Source: an optimization exercise on an open RTL-to-GDS flow (aim: small area, a short achievable clock period and few clock cycles). Production flows keep margins and buffers that such runs may drop.
Only simulation tests tie the RTL to the original design; equivalence was not proved.
Power and IR drop assume default switching activity.

== the previous run ==
Design RV32I_Multicycle, start of the top module:
module RV32I_Multicycle(
    input logic clk, arst, en,
    input logic[31:0] data, instruction,
    output memWE, InstructionRead, DataRegEN,
    output[31:0] memAddr, memIn, pcOut
);
    logic [31:2] pcF, pcD;
    logic Dv, Ev, Mld, Mst, Wv;
    logic [31:0] A, X, B, maddr, mdata;
    logic [4:0] rdE, rdM, rdW, shamt;
    logic e_wr, e_ld, e_st, e_br, e_jalr, e_sub, e_sra;
    logic s_add, s_sh, s_shl, s_slt, s_sltu, s_xor, s_or, s_and, s_b;
    logic b_eq, b_ne, b_lt, b_ge, b_ltu, b_geu;
    logic [4:0] opc, rs1, rs2, rd;
    logic [2:0] f3;
    assign opc = instruction[6:2];
    assign rs1 = instruction[19:15];
    assign rs2 = instruction[24:20];
    assign rd  = instruction[11:7];
    assign f3  = instruction[14:12];
    logic isLUI, isAUIPC, isJAL, isJALR, isBR, isLD, isST, isOPI, isOP;
    assign isLUI   = opc == 5'b01101;
    assign isAUIPC = opc == 5'b00101;
    assign isJAL   = opc == 5'b11011;
    assign isJALR  = opc == 5'b11001;
    assign isBR    = opc == 5'b11000;
    assign isLD    = opc == 5'b00000;
    assign isST    = opc == 5'b01000;
    assign isOPI   = opc == 5'b00100;
    assign isOP    = opc == 5'b01100;
    logic [31:0] immI, immS, immB, immU, immJ;
    assign immI = {{20{instruction[31]}}, instruction[31:20]};
    assign immS = {{20{instruction[31]}}, instruction[31:25], instruction[11:7]};
  ...
Size in the first run: about 5,700 cells after synthesis, roughly 1,300 flip-flops, about 170 I/O pins.
==> flow/config.mk <==
export PLATFORM = sky130hd
export DESIGN_NAME = RV32I_Multicycle
export DESIGN_NICKNAME = RV32I_Multicycle
export VERILOG_FILES = /design/flow/design.v
export SDC_FILE = /design/flow/constraint.sdc
export NUM_CORES = 4
export LEC_CHECK = 0
export CAP_MARGIN = 20
export CORE_MARGIN = 2
export CORE_UTILIZATION = 40
export CTS_CLUSTER_DIAMETER = 70
export CTS_CLUSTER_SIZE = 24
export PLACE_DENSITY = 0.55
export SETUP_SLACK_MARGIN = 4.1
export SLEW_MARGIN = 20
==> flow/constraint.sdc <==
create_clock -name core_clock -period 8.0 [get_ports {clk}]
set_input_delay 1.6000 -clock core_clock [delete_from_list [all_inputs] [get_ports {clk}]]
set_output_delay 1.6000 -clock core_clock [all_outputs]
set_load 0.01 [all_outputs]
run.sh (not shown) runs the stock make flow with config.mk's settings and CLKGATE_MAP_FILE= SYNTH_SCRIPT=/design/flow/synth_recipe.tcl, a recipe that flattens the netlist after the stock synthesis.
Testbench counts of the previous run, summed over its fixed seeds: cycles 15,515.
Input changes introduced in the current run (baseline for comparison: the previous run):
# the previous run
export LEC_CHECK = 0
export CAP_MARGIN = 20
export CORE_MARGIN = 2
export CORE_UTILIZATION = 40
export CTS_CLUSTER_DIAMETER = 70
export CTS_CLUSTER_SIZE = 24
export PLACE_DENSITY = 0.55
export SETUP_SLACK_MARGIN = 4.1
export SLEW_MARGIN = 20
create_clock -name core_clock -period 8.0 [get_ports {clk}]
# the current run
export LEC_CHECK = 0
export CAP_MARGIN = 20
export CORE_MARGIN = 2
export CORE_UTILIZATION = 45
export CTS_CLUSTER_DIAMETER = 70
export CTS_CLUSTER_SIZE = 24
export PLACE_DENSITY = 0.6
export SETUP_SLACK_MARGIN = 4.2
export SLEW_MARGIN = 20
create_clock -name core_clock -period 8.0 [get_ports {clk}]
Findings:
Summary of the current run over the previous run: total detailed-routing wirelength has increased, proportion of power drawn by combinational gates saw an increase, clock power went down about 3%, global-route usage moved up, leakage dissipation higher. Relative to the previous run, starting density of the core has increased by 5.2 points in the current run. Comparing the current run and the previous run, total power is higher on the current run. Summary of the current run over the previous run: fraction of the cycle the final worst path needs picked up an extra 1.4 points; number of buffers inserted by post-CTS setup repair picked up an extra 127; wire length of the first global-routing pass picked up an extra 1.8%. Any difference in synthesized cell count between the current run and the previous run is small enough to ignore.

## static timing again, ports no longer ideal
In the flow no input, the clock included, has a driving cell. The finished layouts below were timed again as built, in two steps. Step 1 sets driving cells, clkbuf_16 on the clock port and buf_2 on the other inputs (assumed; they add their load-dependent delay and slew). Step 2 times the ports against the registers' clock, not the clock port: input delays grow and output delays shrink by t, the midpoint of the rising clock arrivals with the driver on. a / b / c = no drivers / after step 1 / after step 2; a / b = the first two.
run | t (ns) | setup WS [ns] | worst hold slack (ns)
the previous run | 0.842 | 3.867 / 3.776 / 3.083 | 0.490 / 0.490 / 0.490
the current run | 0.853 | 3.751 / 3.713 / 2.927 | 0.512 / 0.512 / 0.512
After both steps every run listed still meets setup and hold. The setup slack of the current run, which loses most, moves by -0.038 ns with the drivers and by -0.824 ns with both steps.
